This is an optimization exercise on Yosys and OpenROAD, whose aim is small area, not a production implementation. In this exercise RTL edits were held to simulation tests only and were not proved equivalent to the original. Power is estimated from default activity; no workload was simulated.

===== flow/design.v =====
`timescale 1ns / 1ps
module sevenSeg(
    input clk,
    input rst,
    input clr,
    input inc,
    input seg_en,           
    output reg[6:0] seg,
    output[3:0] an
    );
    reg[3:0] tens;       
    reg[3:0] ones;
    reg clr_p, inc_p;    
    reg counter;         
    reg on;              
    wire game_started = clr_p || !(tens[3] && tens[2]);
    wire upd = seg_en && game_started;
    always@(posedge clk)begin
        if(rst)begin
            tens <= 4'd15;
            ones <= 4'd0;
            clr_p <= 0;
            counter <= 0;
            on <= 0;
        end
        else begin
            clr_p <= clr || (clr_p && !upd);
            if(upd)begin
                if(clr_p)begin
                    tens <= 4'd0;
                    ones <= 4'd0;
                end
                else if(inc_p)begin
                    if(ones == 4'd9)begin
                        ones <= 4'd0;
                        tens <= tens + 4'd1;
                    end
                    else
                        ones <= ones + 4'd1;
                end
                counter <= ~counter;
                on <= 1;
            end
        end
    end
    always@(posedge clk)
        inc_p <= inc || (inc_p && !upd);
    assign an = {2'b11, ~counter, ~(on & ~counter)};
    localparam [15:0] SEG0 = 16'h0012;
    localparam [15:0] SEG1 = 16'h0060;
    localparam [15:0] SEG2 = 16'h0004;
    localparam [15:0] SEG3 = 16'h0092;
    localparam [15:0] SEG4 = 16'h02ba;
    localparam [15:0] SEG5 = 16'h008e;
    localparam [15:0] SEG6 = 16'hfc83;
    wire[3:0] digit = counter ? tens : ones;
    always@(*)begin
        seg = {SEG6[digit], SEG5[digit], SEG4[digit], SEG3[digit], SEG2[digit], SEG1[digit], SEG0[digit]};
    end
endmodule
`timescale 1ns / 1ps
module simon(
    input clk,
    input rst,   
    input btnR,  
    input btnD,
    input btnU,
    input btnL,
    input btnC,
    output reg[3:0] led,
    output [6:0] seg,
    output [3:0] an
    );
    localparam START_STATE = 2'b00;
    localparam LED_STATE = 2'b01;
    localparam INPUT_STATE = 2'b10;
    localparam FAIL_STATE = 2'b11;
    reg[7:0] div;
    wire tick = (div == 8'd50) || (div == 8'd100) || (div == 8'd150) || (div == 8'd200);
    wire seg_en = (div[2:0] == 3'd4);
    always@(posedge clk) begin
        if(rst)
            div <= 0;
        else if(div == 8'd207)
            div <= 8'd8;
        else
            div <= div + 8'd1;
    end
    localparam [1:0] CU = 2'd0, CR = 2'd1, CD = 2'd2, CL = 2'd3;
    function [1:0] base;
        input [4:0] i;
        case(i)
            5'd0: base = CD;   5'd1: base = CL;   5'd2: base = CR;   5'd3: base = CD;
            5'd4: base = CU;   5'd5: base = CL;   5'd6: base = CU;   5'd7: base = CD;
            5'd8: base = CR;   5'd9: base = CL;   5'd10: base = CU;  5'd11: base = CD;
            5'd12: base = CL;  5'd13: base = CR;  5'd14: base = CL;  5'd15: base = CU;
            5'd16: base = CR;  5'd17: base = CD;  5'd18: base = CL;  5'd19: base = CU;
            5'd20: base = CR;  5'd21: base = CD;  5'd22: base = CU;  5'd23: base = CL;
            5'd24: base = CD;  5'd25: base = CR;  5'd26: base = CL;  5'd27: base = CD;
            5'd28: base = CL;  5'd29: base = CU;  5'd30: base = CD;  default: base = CU;
        endcase
    endfunction
    function [3:0] onehot;
        input [1:0] c;
        onehot = 4'b0001 << c;
    endfunction
    reg[1:0] state;
    reg blink;
    reg[6:0] sc;            
    reg[6:0] cc;            
    reg[6:0] th;            
    reg[1:0] lo;            
    reg btnC_next,btnR_next,btnL_next,btnD_next,btnU_next;
    wire[3:0] btn = {btnL_next, btnD_next, btnR_next, btnU_next};
    wire pos0 = (cc == 7'd0);
    wire pos_hi = (cc[6:2] == 5'b11000);     
    wire[1:0] cur_code = (pos0 || pos_hi) ? CU : base(cc[4:0]);
    wire[1:0] prev_code = (pos_hi || cc == 7'd1) ? CU : base(cc[4:0] - 5'd1);
    wire[3:0] color_cur = onehot(cur_code);
    wire[3:0] color_before = pos0 ? 4'b0000 : onehot(prev_code);
    wire at_score = (cc == sc);
    reg[1:0] state_v;
    reg blink_v;
    reg[6:0] sc_v, cc_v, th_v;
    reg[1:0] lo_v;
    reg[3:0] led_v;
    reg[3:0] color_prev;
    reg match, fail, inc;
    always@(*) begin
        state_v = state;
        blink_v = blink;
        sc_v = sc;
        cc_v = cc;
        th_v = th;
        lo_v = lo;
        led_v = led;
        color_prev = 4'b0000;
        match = 1'b0;
        fail = 1'b0;
        inc = 1'b0;
        if(btnC_next)begin
            sc_v = 7'd0;
            cc_v = 7'd0;
            lo_v = 2'd0;
            state_v = LED_STATE;
            if(tick)begin
                led_v = onehot(CU);
                cc_v = 7'd1;
                lo_v = 2'd2;
            end
        end
        else case(state)
        START_STATE: begin
            if(tick)begin
                led_v = {~blink, blink, ~blink, blink};
                blink_v = ~blink;
            end
        end
        LED_STATE: begin
            if(tick)begin
                led_v = color_cur;
                if(lo == 2'd2)begin
                    cc_v = 7'd0;
                    th_v = sc;
                    lo_v = 2'd3;
                    state_v = INPUT_STATE;
                end
                else begin
                    cc_v = cc + 7'd1;
                    if(at_score)
                        lo_v = 2'd2;
                end
            end
        end
        INPUT_STATE: begin
            led_v = 4'b0000;
            if(tick)begin
                if(th == 7'd0 && lo == 2'd2)
                    fail = 1'b1;
                if(lo == 2'd2)begin
                    lo_v = 2'd0;
                    th_v = th - 7'd1;
                end
                else
                    lo_v = lo + 2'd1;
            end
            match = |(btn & color_cur);
            color_prev = match ? color_cur : color_before;
            if(|(btn & ~color_prev))
                fail = 1'b1;
            if(match && at_score)begin
                inc = 1'b1;
                sc_v = sc + 7'd1;
                cc_v = 7'd0;
                lo_v = 2'd0;
                state_v = (sc == 7'd99) ? FAIL_STATE : LED_STATE;
            end
            else begin
                if(match)
                    cc_v = cc + 7'd1;
                if(fail)
                    state_v = FAIL_STATE;
            end
        end
        FAIL_STATE: begin
            state_v = START_STATE;
        end
        endcase
    end
    always@(posedge clk)begin
        if(rst)begin
            btnC_next <= 0;
            btnU_next <= 0;
            btnD_next <= 0;
            btnR_next <= 0;
            btnL_next <= 0;
            state <= START_STATE;
            blink <= 0;
            led <= 0;
        end
        else begin
            btnC_next <= btnC;
            btnU_next <= btnU;
            btnD_next <= btnD;
            btnR_next <= btnR;
            btnL_next <= btnL;
            state <= state_v;
            blink <= blink_v;
            led <= led_v;
        end
    end
    always@(posedge clk)begin
        sc <= sc_v;
        cc <= cc_v;
        th <= th_v;
        lo <= lo_v;
    end
    sevenSeg an0(.clk(clk),.rst(rst),.clr(btnC_next),.inc(inc),.seg_en(seg_en),.seg(seg),.an(an));
endmodule

===== flow/run.sh =====
#!/bin/bash
# synth_recipe.tcl (not shown) runs the flow's synth.tcl, then flattens the netlist and writes it again
# the make line also repeats each setting of config.mk as NAME=value (left out here)
make -C /OpenROAD-flow-scripts/flow DESIGN_CONFIG=/design/flow/config.mk WORK_HOME=/design/flow/orfs CLKGATE_MAP_FILE= SYNTH_SCRIPT=/design/flow/synth_recipe.tcl finish

===== flow/config.mk =====
export PLATFORM = sky130hd
export DESIGN_NAME = simon
export DESIGN_NICKNAME = simon
export VERILOG_FILES = /design/flow/design.v
export SDC_FILE = /design/flow/constraint.sdc
export NUM_CORES = 4
export LEC_CHECK = 0
export ABC_AREA = 1
export CAP_MARGIN = 20
export CORE_MARGIN = 2
export CORE_UTILIZATION = 65
export SLEW_MARGIN = 20

===== flow/constraint.sdc =====
create_clock -name core_clock -period 10.0 [get_ports {clk}]
set_input_delay 2.0000 -clock core_clock [delete_from_list [all_inputs] [get_ports {clk}]]
set_output_delay 2.0000 -clock core_clock [all_outputs]
set_load 0.01 [all_outputs]

==> summary.md <==
| Metric | Value |
|---|---|
| Outcome | no timing/DRC/antenna violations |
| Seq. cell area | 1261 um2 |
| # nets final | 616 |
| Max rail drop VDD | 0.1866 mV |
| Gp weighted congestion | a little over 0.8 |
| Number of I/O port buffers | 19 |
| Min cycle time layout | between 4000 and 5000 ps |
| Clk network pwr share | 0.135 |
| CTS Root Cell | sky130_fd_sc_hd__clkbuf_8 |
| Die boundary height | 80.74 um |
| Via count of the first global-routing pass | 3,282 |
| Die area | 6518 um2 |
| Register share of total power | 0.324 |
| Number of synthesized flops with an enable pin | 16 |
| Total chip power | about 0.0011 W |
| P_int | 0.0005824 W |
| Leakage power summed over all cells | between 1.5 and 2 nW |
| Kind of launch point of the worst setup path | register |
| Total iterations of the first detailed-routing run | 5 |
| Number of fill cells | about 490 |
| Iteration-0 DRC count of the detailed router | 261 |
| Clk pin slew, worst setup/hold paths | 90 ps |
| Mapped Cells | 567 |
| Cell Pwr Density | 269.2 nW/um2 |
| Via count | between 3,000 and 4,000 |
| Hold path depth | 1 |
| Number of library cell types mapped by synthesis | 43 |
| Core box area | ~5600 um2 |
| Fin crit share | 0.4551 |
| Max-slew violations | 0 |
| Maximum buffer depth of the clock tree | 2 |
| Ys flop type | sky130_fd_sc_hd__dfxtp_1 |
| Number of setup buffers added after CTS | 0 |
| Num ports | 22 |
| Logic gate share of total power | 0.541 |
| Share of cells above drive strength 1 | 0.05651 |
| Critical path data required time | 8000 ps |
| Mean cell area of the mapped netlist | 6.750 um2 |
| Sw Pwr | roughly 0.00054 W |
| Starting utilization of the core area | 0.6825 |
| Area fraction of the dominant cell type after synthesis | 0.2040 |
| Crit path capture type | output port |
| Post-DP Area | 4053 um2 |
| Largest net degree at the start of global routing | 18 |
| Number of antenna violations at the first check in global routing | 0 |
| Area occupied by multi-input gates | 2186 um2 |
| Total DRC errors in the routed layout | 0 |
| Via-to-Cell Ratio | 5.466 |
| Final setup skew | 7.191 ps |
| Cell depth of the worst flop-to-flop path | 12 |
| Slowest-stage cell, CP | sky130_fd_sc_hd__clkdlybuf4s50_1 |
| Cell types occupying the most area after synthesis | sky130_fd_sc_hd__dfxtp_1 (20%), sky130_fd_sc_hd__nand2_1 (14%), sky130_fd_sc_hd__edfxtp_1 (13%) |
| End-of-flow core utilization | 0.7434 |
| Global-route wire length before repair | 14.23 mm |
| P&R area growth vs syn | 8.925% |
| RSZ-0062 raised after global routing | no |
| Synthesis warning total | 2 |
| Timing-limited maximum frequency | 0.2197 GHz |
| Number of synthesized register bits | 55 |
| Hold crit path type | register to register |
| Grt total ovfl | 0 |
| TritonCTS clock tree | yes |
| Transition time at the pin with the least slew margin | 880.9 ps |
| Maximum capacitance violations | 0 |
| Final instance area | 4169 um2 |
| Top fanout value on the critical path | 7 |
| Average routed wire per standard cell | 12.69 um |
| Number of sinks handled by clock tree synthesis | 55 |
| Area of the mapped netlist | approximately 3800 um2 |
| Cts repair resizes | 0 |
| # rows | 27 |
| Number of nets with antenna violations after detailed routing | 0 |
| Width of the die | 80.74 um |
| Startpoint-to-endpoint class of the critical path | register to output port |
| Final-report hold violation count | 0 |
| Count of inserted antenna diode cells | 0 |
| Number of clock buffers inserted by TritonCTS | 5 |
| Register area share after synthesis | 0.3295 |
| Clock latency on the worst-skew pair | roughly 310 ps |
| Critical path arrival | between 2000 and 3000 ps |
| Worst slew slack as a fraction of its limit | 0.4100 |
| Most used cells in the layout excluding fill and tap cells | sky130_fd_sc_hd__nand2_1 (138), sky130_fd_sc_hd__inv_1 (82), sky130_fd_sc_hd__nor2_1 (69) |
| CTS Hold Buffers Added | 0 |
| Share of synthesized registers carrying an async set or reset | 0 |
| Final Setup Violations | 0 |
| Final wirelength | 8.327 mm |
| Ordered list of cells on the worst path | inv_1, or2_2, o21ai_0, inv_1, ha_1, o21ai_0, a21oi_1, clkdlybuf4s50_1 |
| All-Layer GR Usage | 0.2744 |
| Detailed placer's ending HPWL | around 6.5 mm |
| Area leader, netlist | sky130_fd_sc_hd__dfxtp_1 |
| CTS H-tree lvls | 2 |
| Commonest non-fill, non-tap cell in the layout | sky130_fd_sc_hd__nand2_1 |
| Accumulated negative setup slack | 0 ps |
| Slowest cell delay on critical path | about 490 ps |
| Fraction of power spent switching nets | 0.4809 |
## metal layers
| metal | track usage | share of wire |
|---|---|---|
| met1 | 0.3551 | 0.47 |
| met2 | 0.4775 | 0.48 |
| met3 | 0.04222 | 0.044 |
| met4 | 0.07627 | 0.011 |
| met5 | 0 | 0 |
## state kept, by name, indices dropped and copies added, names as in the netlist, 2 cells and up
register / flops
sc: 7
lo: 2
div: 8
an0.tens: 4
an0.ones: 4
led: 4
state: 2
th: 7
cc: 7
## through the flow
step,hold slack [ps],worst slack (ps),std cells
after global routing,492.1,5257,656
after global placement,433.0,5916,648
after CTS,466.2,5459,656
after detailed placement,447.2,5817,648
after floorplan,417.3,6415,568
final,459.0,5449,656
## synth_stat cells (4+ instances only)
cell type,number
sky130_fd_sc_hd__nand2_1,138
sky130_fd_sc_hd__inv_1,82
sky130_fd_sc_hd__nor2_1,69
sky130_fd_sc_hd__nand3_1,43
sky130_fd_sc_hd__dfxtp_1,39
sky130_fd_sc_hd__a21oi_1,32
sky130_fd_sc_hd__o21ai_0,31
sky130_fd_sc_hd__ha_1,26
sky130_fd_sc_hd__edfxtp_1,16
sky130_fd_sc_hd__nor3_1,11
sky130_fd_sc_hd__xor2_1,8
sky130_fd_sc_hd__clkbuf_1,6
sky130_fd_sc_hd__nor4_1,6
sky130_fd_sc_hd__nand2_2,5
sky130_fd_sc_hd__nand4_1,5
sky130_fd_sc_hd__a31oi_1,4
sky130_fd_sc_hd__inv_2,4
sky130_fd_sc_hd__nor2_2,4
sky130_fd_sc_hd__xnor2_1,4
## path summary, 6_finish.rpt
kind                                               start             endpoint  slack (ps)
worst max-delay path            an0.counter$_SDFFE_PP0P_               seg[3]        5450
worst min register to register         div[0]$_SDFF_PP0_    div[0]$_SDFF_PP0_         460
worst min-delay path                   div[0]$_SDFF_PP0_    div[0]$_SDFF_PP0_         460
worst max register to register           cc[0]$_DFFE_PP_  cc[2]$_SDFFCE_PP0P_        6790
## final cells by class
| type | instances | area share |
|---|---|---|
| clock buffers | 6 | 0.01741 |
| well taps | 72 | 0.02161 |
| clock inverters | 2 | 0.009304 |
| flip-flops and latches | 55 | 0.3025 |
| repair buffers | 20 | 0.04742 |
| multi-input cells | 415 | 0.5243 |
| inverters | 86 | 0.07743 |
## kinds of logic (layout without fill, tap and decap cells)
kind of cell | after synthesis | in the layout | synth area share
and+or+nand+nor | 290 | 290 | 0.3276
buffers and inverters | 98 | 114 | 0.1017
AOI/OAI and AO/OA | 85 | 85 | 0.1278
DFF | 55 | 55 | 0.3295
adders and majority gates | 26 | 26 | 0.08499
xor gates and xnor gates | 12 | 12 | 0.02746
other | 1 | 2 | 0.0009798
## worst max-delay path: cells and delay by family (launching register included)
kind / cells / cell delay, ps
and+or+nand+nor: 1 / 280
DFF: 1 / 430
buffers and inverters: 3 / 770
adders and majority gates: 1 / 240
AOI/OAI and AO/OA: 3 / 540
## power groups by stage
stage                     combinational, W  clock [W]  sequential (W)
final                             0.000607   0.000152        0.000363
after CTS                         0.000600   0.000154        0.000363
after global placement            0.000580          0        0.000365
after global routing              0.000697   0.000162        0.000371
after detailed placement          0.000596          0        0.000368
after floorplan                   0.000497          0        0.000340

## separate check: timing with driven ports
No port has a modelled driver above. Below, the same layout with a new extraction and two added sets of constraints. Step 1 sets driving cells, clkbuf_16 on the clock port and buf_2 on the other inputs (assumed; they add their load-dependent delay and slew). Step 2 adds t to the input delays and takes it off the output delays; t is the mean of the earliest and latest rising clock arrival at the registers after step 1. Input paths then give back, and output paths get back, about the clock's delay inside the block. Slacks: ideal ports / drivers / drivers and shift; pairs: ideal ports / drivers.
t, ns: 0.342
setup WS [ns]: 5.449 / 5.417 / 5.759
latest minus earliest clock arrival (ns): 0.008 / 0.007
After both steps this run still meets setup and hold. The setup slack of this run moves by -0.032 ns with the drivers and by +0.310 ns with both steps.
